Source: an optimization exercise on an open RTL-to-GDS flow (aim: a short achievable clock period and few clock cycles). Production flows keep margins and buffers that such runs may drop. Power figures rest on the tool's default switching activity, not on a simulated workload.

==> job 9590: inputs <==
// TinyMIPS
module TinyMIPS(
    input  wire        clk,
    input  wire        rst,
    input  wire [15:0] data_fromRAM,
    output wire        wrEn,
    output wire [7:0]  addr_toRAM,
    output wire [15:0] data_toRAM
);
==> flow/config.mk <==
export PLATFORM = sky130hd
export DESIGN_NAME = TinyMIPS
export DESIGN_NICKNAME = TinyMIPS
export VERILOG_FILES = /design/flow/design.v
export SDC_FILE = /design/flow/constraint.sdc
export NUM_CORES = 8
export LEC_CHECK = 0
export CAP_MARGIN = 20
export CORE_MARGIN = 2
export CORE_UTILIZATION = 58
export PLACE_DENSITY = 0.72
export SETUP_SLACK_MARGIN = 5
export SLEW_MARGIN = 20
export SYNTH_HIERARCHICAL = 1
==> flow/constraint.sdc <==
create_clock -name core_clock -period 8.0 [get_ports {clk}]
set_input_delay 1.6000 -clock core_clock [delete_from_list [all_inputs] [get_ports {clk}]]
set_output_delay 1.6000 -clock core_clock [all_outputs]
set_load 0.01 [all_outputs]
standard.sh (not shown) runs the stock make flow with config.mk's settings and CLKGATE_MAP_FILE= SYNTH_SCRIPT=/design/flow/synth_recipe.tcl, a recipe that flattens the netlist after the stock synthesis.
==> flow/flow/run.sh <==
#!/bin/bash
# Standard layout, with the timing repair aiming at a larger setup margin.
bash standard.sh SETUP_SLACK_MARGIN=5.25 > standard_flow.log 2>&1
==> inputs of job 4371, as changes to job 9590 <==
--- a/flow/design.v
+++ b/flow/design.v
@@ -24,24 +24,21 @@
     reg         rF;         
     reg  [7:0]  rPC, rPC1, rNX;
     reg         LAbb;
     reg         dropP;      
     reg  [7:0]  LApc, LApc1;
     reg  [5:0]  LAimm;
-    reg         L2v;
-    reg  [7:0]  L2t, L2t1;
-    reg  [15:0] L2oh, L2oh1;    
     reg  [7:0]  fpc;        
     reg         hF;         
     reg         halted;
     reg         bv;         
     reg  [7:0]  bpc, btg;
-    reg  [15:0] cv;
-    reg  [3:0]  ctag [0:15];
-    reg  [15:0] cdat [0:15];
-    localparam QW = 52;
+    reg  [7:0]  cv;
+    reg  [4:0]  ctag [0:7];
+    reg  [15:0] cdat [0:7];
+    localparam QW = 60;
     reg  [QW-1:0] Q [0:3];
     reg  [3:0]  qh, qt, qn;
     wire        q_ne  = qn[0];
     wire        q_ge2 = qn[1];
     wire        q_ge3 = qn[2];
     wire        q_full = qn[3];
@@ -59,13 +56,13 @@
     reg  [5:0]  e_imm;
     reg  [7:0]  e_pc, e_pc1, e_pc2;
     reg         e_ptk, e_rb;     
     reg  [7:0]  e_pn;            
     reg         e_bk;            
     reg  [7:0]  e_alt, e_alt1;   
-    reg  [15:0] e_aoh, e_a1oh;   
+    reg  [7:0]  e_aoh, e_a1oh;   
     reg         bV, b_tk, b_ptk, b_sane, b_bk;
     reg  [7:0]  b_alt;           
     reg  [7:0]  b_pc, b_tgt, b_pc1, b_tgt1, b_pc2;
     reg         b_h0, b_h1;      
     reg  [15:0] b_w0, b_w1;
     reg  [15:0] Rres;       
@@ -105,17 +102,17 @@
     add8m u_et1 (.a(e_pc1), .b({{2{e_imm[5]}}, e_imm}), .s(e_tgt1));
     reg  [15:0] ew0, ew1;
     reg         eh0r, eh1r;
     integer j;
     always @* begin
         ew0 = 16'd0; ew1 = 16'd0; eh0r = 1'b0; eh1r = 1'b0;
-        for (j = 0; j < 16; j = j + 1) begin
+        for (j = 0; j < 8; j = j + 1) begin
             ew0  = ew0  | (cdat[j] & {16{e_aoh[j]}});
             ew1  = ew1  | (cdat[j] & {16{e_a1oh[j]}});
-            eh0r = eh0r | (e_aoh[j]  & cv[j] & (ctag[j] == e_alt[7:4]));
-            eh1r = eh1r | (e_a1oh[j] & cv[j] & (ctag[j] == e_alt1[7:4]));
+            eh0r = eh0r | (e_aoh[j]  & cv[j] & (ctag[j] == e_alt[7:3]));
+            eh1r = eh1r | (e_a1oh[j] & cv[j] & (ctag[j] == e_alt1[7:3]));
         end
     end
     wire        eh0 = eh0r & ~(pWEi & (pAi == e_alt));
     wire        eh1 = eh1r & ~(pWEi & (pAi == e_alt1));
     wire [15:0] r0, r1, r2, r3, r4, r5, shres, m0n, m1n;
     mul_e  u_mul_e  (.x(Xu), .y(Yu), .srl(e_srl), .r0(r0), .r1(r1), .r2(r2), .r3(r3),
@@ -131,14 +128,14 @@
     wire        p_ok = pF & pH & ~LAbb;
     wire        p_bb = p_ok & (pSD[15:12] >= 4'd8) & (pSD[15:12] <= 4'd10) & pSD[5] & ~pBP;
     wire        wr_p = p_ok & ~r_bb;                     
     wire [17:0] r_pd, p_pd;
     predec u_pr (.w(ri),  .pd(r_pd));
     predec u_pp (.w(pSD), .pd(p_pd));
-    wire [QW-1:0] a_r = {ri,  rPC, rNX, r_pd, r_bb, rBP};
-    wire [QW-1:0] a_p = {pSD, pPC, pNX, p_pd, p_bb, pBP};
+    wire [QW-1:0] a_r = {rPC1,       ri,  rPC, rNX, r_pd, r_bb, rBP};
+    wire [QW-1:0] a_p = {pPC + 8'd1, pSD, pPC, pNX, p_pd, p_bb, pBP};
     wire [QW-1:0] q0;
     wire [15:0] rx, ry;
     wire        issue, x0, y0;
     wire [7:0]  e_wv = e_av | e_lv;
     dstage #(.QW(QW)) u_d (
         .q0e(Q[0]), .q1e(Q[1]), .q2e(Q[2]), .q3e(Q[3]), .qh(qh), .q_ne(q_ne), .halted(halted),
@@ -166,50 +163,34 @@
     wire        d_halt = (dop >= 4'd11);
     wire        needx = q0[3];
     wire        needy = q0[2];
     wire        d_wr  = d_add | d_addi | d_cp | d_cpi;
     wire        d_long = d_ld | d_mul | d_srl;
     wire        d_ptk = d_br & (d_rb | d_bp);
-    wire [7:0]  d_pc1 = d_pc + 8'd1;
-    wire [7:0]  d_pc2 = d_pc + 8'd2;
+    wire [7:0]  d_pc1 = q0[59:52];
+    wire [7:0]  d_pc2 = d_pc1 + 8'd1;
     wire [7:0]  d_tgt, d_tgt1;
     add8m u_dt0 (.a(d_pc),  .b({{2{di[5]}}, di[5:0]}), .s(d_tgt));
     add8m u_dt1 (.a(d_pc1), .b({{2{di[5]}}, di[5:0]}), .s(d_tgt1));
-    wire [3:0]  d_t0 = d_pc[3:0]  + di[3:0];
-    wire [3:0]  d_t1 = d_pc1[3:0] + di[3:0];
+    wire [2:0]  d_t0 = d_pc[2:0]  + di[2:0];
+    wire [2:0]  d_t1 = d_pc1[2:0] + di[2:0];
     wire [7:0]  n_w1 = e_ok ? e_wv : 8'd0;                   
     wire [7:0]  n_l1 = e_ok ? e_lv : 8'd0;                   
     wire [7:0]  n_l2 = s1_lv & ~(e_ok ? e_av : 8'd0);        
     wire        room  = ~(q_full | (q_ge3 & (rV | pF)) | (q_ge2 & rV & pF));
-    wire [3:0]  fi    = fpc[3:0];
-    wire        hitF  = hF & ~(pWEi & (pAi[3:0] == fi));
+    wire [2:0]  fi    = fpc[2:0];
+    wire        hitF  = hF & ~(pWEi & (pAi[2:0] == fi));
     wire        bhit  = bv & (bpc == fpc);
     wire [7:0]  fpc1  = fpc + 8'd1;
     wire [7:0]  fpred = bhit ? btg : fpc1;
-    wire        hC = cv[fi] & (ctag[fi] == fpc[7:4]) & ~(rF & (rPC[3:0] == fi));
-    wire        hA = cv[fpc1[3:0]] & (ctag[fpc1[3:0]] == fpc1[7:4]) & ~(rF & (rPC[3:0] == fpc1[3:0]));
-    wire        hB = cv[btg[3:0]] & (ctag[btg[3:0]] == btg[7:4]) & ~(rF & (rPC[3:0] == btg[3:0]));
+    wire        hC = cv[fi] & (ctag[fi] == fpc[7:3]) & ~(rF & (rPC[2:0] == fi));
+    wire        hA = cv[fpc1[2:0]] & (ctag[fpc1[2:0]] == fpc1[7:3]) & ~(rF & (rPC[2:0] == fpc1[2:0]));
+    wire        hB = cv[btg[2:0]] & (ctag[btg[2:0]] == btg[7:3]) & ~(rF & (rPC[2:0] == btg[2:0]));
     wire [7:0]  LAtgt, la_tgt1;
     add8m u_lat  (.a(LApc),  .b({{2{LAimm[5]}}, LAimm}), .s(LAtgt));
     add8m u_lat1 (.a(LApc1), .b({{2{LAimm[5]}}, LAimm}), .s(la_tgt1));
-    reg  [15:0] lw0, lw1;
-    reg         lh0r, lh1r;
-    integer jl;
-    always @* begin
-        lw0 = 16'd0; lw1 = 16'd0; lh0r = 1'b0; lh1r = 1'b0;
-        for (jl = 0; jl < 16; jl = jl + 1) begin
-            lw0  = lw0  | (cdat[jl] & {16{L2oh[jl]}});
-            lw1  = lw1  | (cdat[jl] & {16{L2oh1[jl]}});
-            lh0r = lh0r | (L2oh[jl]  & cv[jl] & (ctag[jl] == L2t[7:4]));
-            lh1r = lh1r | (L2oh1[jl] & cv[jl] & (ctag[jl] == L2t1[7:4]));
-        end
-    end
-    wire        l2f  = L2v & lh0r & lh1r & ~sq & ~q_ge3 &
-                       ~(pWEi & ((pAi == L2t) | (pAi == L2t1)));
-    wire [7:0]  L2t2 = L2t1 + 8'd1;
-    wire [7:0]  L2t3 = L2t1 + 8'd2;
     wire        bf2 = b_sane & b_h0 & b_h1;
     wire        bf1 = b_sane & b_h0 & ~b_h1;
     wire [7:0]  b_alt1 = b_alt + 8'd1;
     wire [7:0]  b_alt2 = b_alt + 8'd2;
     wire [7:0]  b_alt3 = b_alt + 8'd3;
     wire [7:0]  b_s  = bf2 ? b_alt2 : bf1 ? b_alt1 : redir;
@@ -222,19 +203,13 @@
         if (misB) begin
             nA = b_s; nF = 1'b1; nPC = b_s; nNX = b_s1; nfpc = b_s1; nhF = 1'b0;
         end else if (e_halt_v | halted) begin
             nF = 1'b0;
         end else begin
             if (e_mem) nA = maddr;
-            if (l2f) begin
-                nhF = 1'b0;
-                if (room & ~e_mem) begin
-                    nA = L2t2; nF = 1'b1; nPC = L2t2; nNX = L2t3; nfpc = L2t3;
-                end else
-                    nfpc = L2t2;
-            end else if (LAbb) begin
+            if (LAbb) begin
                 nhF = 1'b0;
                 if (room & ~e_mem) begin
                     nA = LAtgt; nF = 1'b1; nPC = LAtgt; nNX = la_tgt1; nfpc = la_tgt1;
                 end else
                     nfpc = LAtgt;
             end else if (room & hitF) begin
@@ -246,23 +221,18 @@
             end
         end
     end
     wire [17:0] b0_pd, b1_pd;
     predec u_pb0 (.w(b_w0), .pd(b0_pd));
     predec u_pb1 (.w(b_w1), .pd(b1_pd));
-    wire [QW-1:0] a_b0 = {b_w0, b_alt,  b_alt1, b0_pd, 2'b00};
-    wire [QW-1:0] a_b1 = {b_w1, b_alt1, b_alt2, b1_pd, 2'b00};
+    wire [QW-1:0] a_b0 = {b_alt1, b_w0, b_alt,  b_alt1, b0_pd, 2'b00};
+    wire [QW-1:0] a_b1 = {b_alt2, b_w1, b_alt1, b_alt2, b1_pd, 2'b00};
     wire        rsel = r_ok & ~misB;
-    wire [17:0] l0_pd, l1_pd;
-    predec u_pl0 (.w(lw0), .pd(l0_pd));
-    predec u_pl1 (.w(lw1), .pd(l1_pd));
-    wire [QW-1:0] a_l0 = {lw0, L2t,  L2t1, l0_pd, 2'b00};
-    wire [QW-1:0] a_l1 = {lw1, L2t1, L2t2, l1_pd, 2'b00};
-    wire [QW-1:0] A0 = rsel ? a_r : (misB ? a_b0 : L2v ? a_l0 : a_p);
-    wire [QW-1:0] A1 = misB ? a_b1 : L2v ? a_l1 : a_p;
-    wire [1:0]  am  = misB ? {bf2, bf1} : e_halt_v ? 2'd0 : l2f ? 2'd2 :
+    wire [QW-1:0] A0 = rsel ? a_r : (misB ? a_b0 : a_p);
+    wire [QW-1:0] A1 = misB ? a_b1 : a_p;
+    wire [1:0]  am  = misB ? {bf2, bf1} : e_halt_v ? 2'd0 :
                       {r_ok & p_ok, r_ok ^ p_ok};
     wire        drop = dropP & ~sq;                      
     wire [3:0]  nqh = sq ? qt : issue ? {qh[2:0], qh[3]} : qh;
     wire [3:0]  nqt = drop ? {qt[0], qt[3:1]} :
                       am[1] ? {qt[1:0], qt[3:2]} : am[0] ? {qt[2:0], qt[3]} : qt;
     wire [3:0]  qn1 = sq ? 4'd0 : issue ? {1'b0, qn[3:1]} : qn;
@@ -289,30 +259,29 @@
         end
     end
     integer i, r;
     always @(posedge clk) begin
         if (rst) begin
             pF <= 1'b1; pH <= 1'b0; pPC <= 8'd0; pNX <= 8'd1; pBP <= 1'b0;
-            rV <= 1'b0; rF <= 1'b0; LAbb <= 1'b0; dropP <= 1'b0; L2v <= 1'b0;
+            rV <= 1'b0; rF <= 1'b0; LAbb <= 1'b0; dropP <= 1'b0;
             fpc <= 8'd1; hF <= 1'b0; halted <= 1'b0; bv <= 1'b0;
-            cv <= 16'd0;
+            cv <= 8'd0;
             qh <= 4'd1; qt <= 4'd1; qn <= 4'd0;
             ev <= 1'b0; bV <= 1'b0;
             s1_av <= 8'd0; s1_lv <= 8'd0; s2_lv <= 8'd0; s3_lv <= 8'd0;
             rselv <= 8'd0; dselv <= 8'd0; lselv <= 8'd0; bxv <= 8'd0;
         end else begin
             pF <= nF; pH <= nH; pPC <= nPC; pNX <= nNX; pBP <= nBP;
             fpc <= nfpc; hF <= nhF;
             qh <= nqh; qt <= nqt; qn <= nqn;
-            rV <= pF & ~pH & ~sq & ~LAbb & ~l2f;
-            L2v <= LAbb & ~sq;
+            rV <= pF & ~pH & ~sq & ~LAbb;
             rF <= pF & ~pH;
             LAbb <= (r_bb | (wr_p & p_bb)) & ~sq;
             dropP <= r_bb & p_ok & ~sq;
-            if (rF) cv[rPC[3:0]] <= 1'b1;
-            if (pWEi) cv[pAi[3:0]] <= 1'b0;
+            if (rF) cv[rPC[2:0]] <= 1'b1;
+            if (pWEi) cv[pAi[2:0]] <= 1'b0;
             ev <= issue & ~sq;
             bV <= e_ok & ~e_halt;
             if (e_halt_v) halted <= 1'b1;
             if (bV & b_tk & b_bk) bv <= 1'b1;
             s1_av <= e_ok ? e_av : 8'd0;
             s1_lv <= e_ok ? e_lv : 8'd0;
@@ -323,22 +292,19 @@
             lselv <= ~n_w1 & ~n_l2 & s2_lv;
             bxv   <= n_l1 | (~n_w1 & (s1_ld ? 8'd0 : n_l2));
         end
     end
     always @(posedge clk) begin
         pSD <= cdat[fi];
-        L2t <= LAtgt; L2t1 <= la_tgt1;
-        L2oh  <= 16'd1 << LAtgt[3:0];
-        L2oh1 <= 16'd1 << la_tgt1[3:0];
         rPC <= pPC;
         rPC1 <= pPC + 8'd1;
         rNX <= pNX;
         rBP <= pBP;
         if (rF) begin
-            cdat[rPC[3:0]] <= data_fromRAM;
-            ctag[rPC[3:0]] <= rPC[7:4];
+            cdat[rPC[2:0]] <= data_fromRAM;
+            ctag[rPC[2:0]] <= rPC[7:3];
         end
         if (r_bb) begin
             LApc <= rPC; LApc1 <= rPC1; LAimm <= ri[5:0];
         end else begin
             LApc <= pPC; LApc1 <= pPC + 8'd1; LAimm <= pSD[5:0];
         end
@@ -378,14 +344,14 @@
         e_pc2  <= d_pc2;
         e_ptk  <= d_ptk;
         e_rb   <= d_rb;
         e_pn   <= d_pn;
         e_alt  <= d_ptk ? d_pc1 : d_tgt;
         e_alt1 <= d_ptk ? d_pc2 : d_tgt1;
-        e_aoh  <= 16'd1 << (d_ptk ? d_pc1[3:0] : d_t0);
-        e_a1oh <= 16'd1 << (d_ptk ? d_pc2[3:0] : d_t1);
+        e_aoh  <= 8'd1 << (d_ptk ? d_pc1[2:0] : d_t0);
+        e_a1oh <= 8'd1 << (d_ptk ? d_pc2[2:0] : d_t1);
         b_tk   <= e_br & taken;
         b_ptk  <= e_ptk;
         b_alt  <= e_alt;
         b_sane <= e_rb | (e_ptk ? (e_pn == e_tgt) : (e_pn == e_pc1));
         b_bk   <= e_br & e_bk;
         b_pc   <= e_pc;
==> flow/flow/run.sh (replaced) <==
#!/bin/bash
# Standard layout, with the timing repair aiming at a larger setup margin.
bash standard.sh SETUP_SLACK_MARGIN=5.15 > standard_flow.log 2>&1
- CORE_UTILIZATION: 58 -> 50
- PLACE_DENSITY: 0.72 -> 0.65
==> key figures <==
Run status
  – Status: no timing/DRC/antenna violations

Global route
  – Met3 Usage GRT: 0.217
  – Peak-usage layer in the global routing report: met2

Logic synthesis
  – Yosys cell types: roughly 110
  – Post-synth ARST share: 0.00659
  – Post-synthesis compound-gate area fraction: 0.176
  – Flop and latch count out of synthesis: roughly 1.4k
  – Largest cells by area after synthesis: edfxtp_1, dfxtp_1, mux4_2

Critical path
  – Reg-to-reg endpoint: Q[2][10]$_DFFE_PP_

Cells and area
  – Bufs w/o clock: around 700
  – Post-route insts no fill: between 10k and 15k
  – Buffering overhead: 0.0766
The numbers above come from job 9590.

==> key figures <==
Logic synthesis
  – Post-synth ARST share: 0.00767
  – Yosys cell types: ~120
  – Flop and latch count out of synthesis: about 1.2k
  – Post-synthesis compound-gate area fraction: 0.155

Clock network
  – CTS root buf: clkbuf_16

Power
  – Seq pwr share: 0.297

Global route
  – Peak-usage layer in the global routing report: met1
  – Met3 Usage GRT: 0.0878

Critical path
  – Crit path max-delay cell type: mux2i_1
  – Reg-to-reg endpoint: pNX[4]$_SDFFE_PP0P_

Detailed routing
  – Routed met1 length: 95400 um

Cells and area
  – Post-route insts no fill: 8074
  – Buffering overhead: 0.0495
  – Bufs w/o clock: between 200 and 300

Run status
  – Status: no timing/DRC/antenna violations
The numbers above come from job 4371.

No functional check of the RTL was part of any run of this note.

-- re-timing with driven ports --
In the flow no input, the clock included, has a driving cell. The finished layouts below were timed again as built, in two steps. Step 1 assumes that a clkbuf_16 drives the clock port and a buf_2 every other input. Step 2 times the ports against the registers' clock, not the clock port: input delays grow and output delays shrink by t, the midpoint of the rising clock arrivals with the driver on. Slacks: ideal ports / drivers / drivers and shift; pairs: ideal ports / drivers.
run	t (ns)	setup WS [ns]	clock arrival spread, ns
job 9590	0.895	4.680 / 4.680 / 3.963	0.049 / 0.049
job 4371	0.821	5.071 / 5.071 / 4.403	0.069 / 0.069
After both steps setup and hold are still met in every run listed. For job 9590, which loses most, drivers alone change the setup slack by 0.000 ns; drivers and shift together by -0.717 ns.
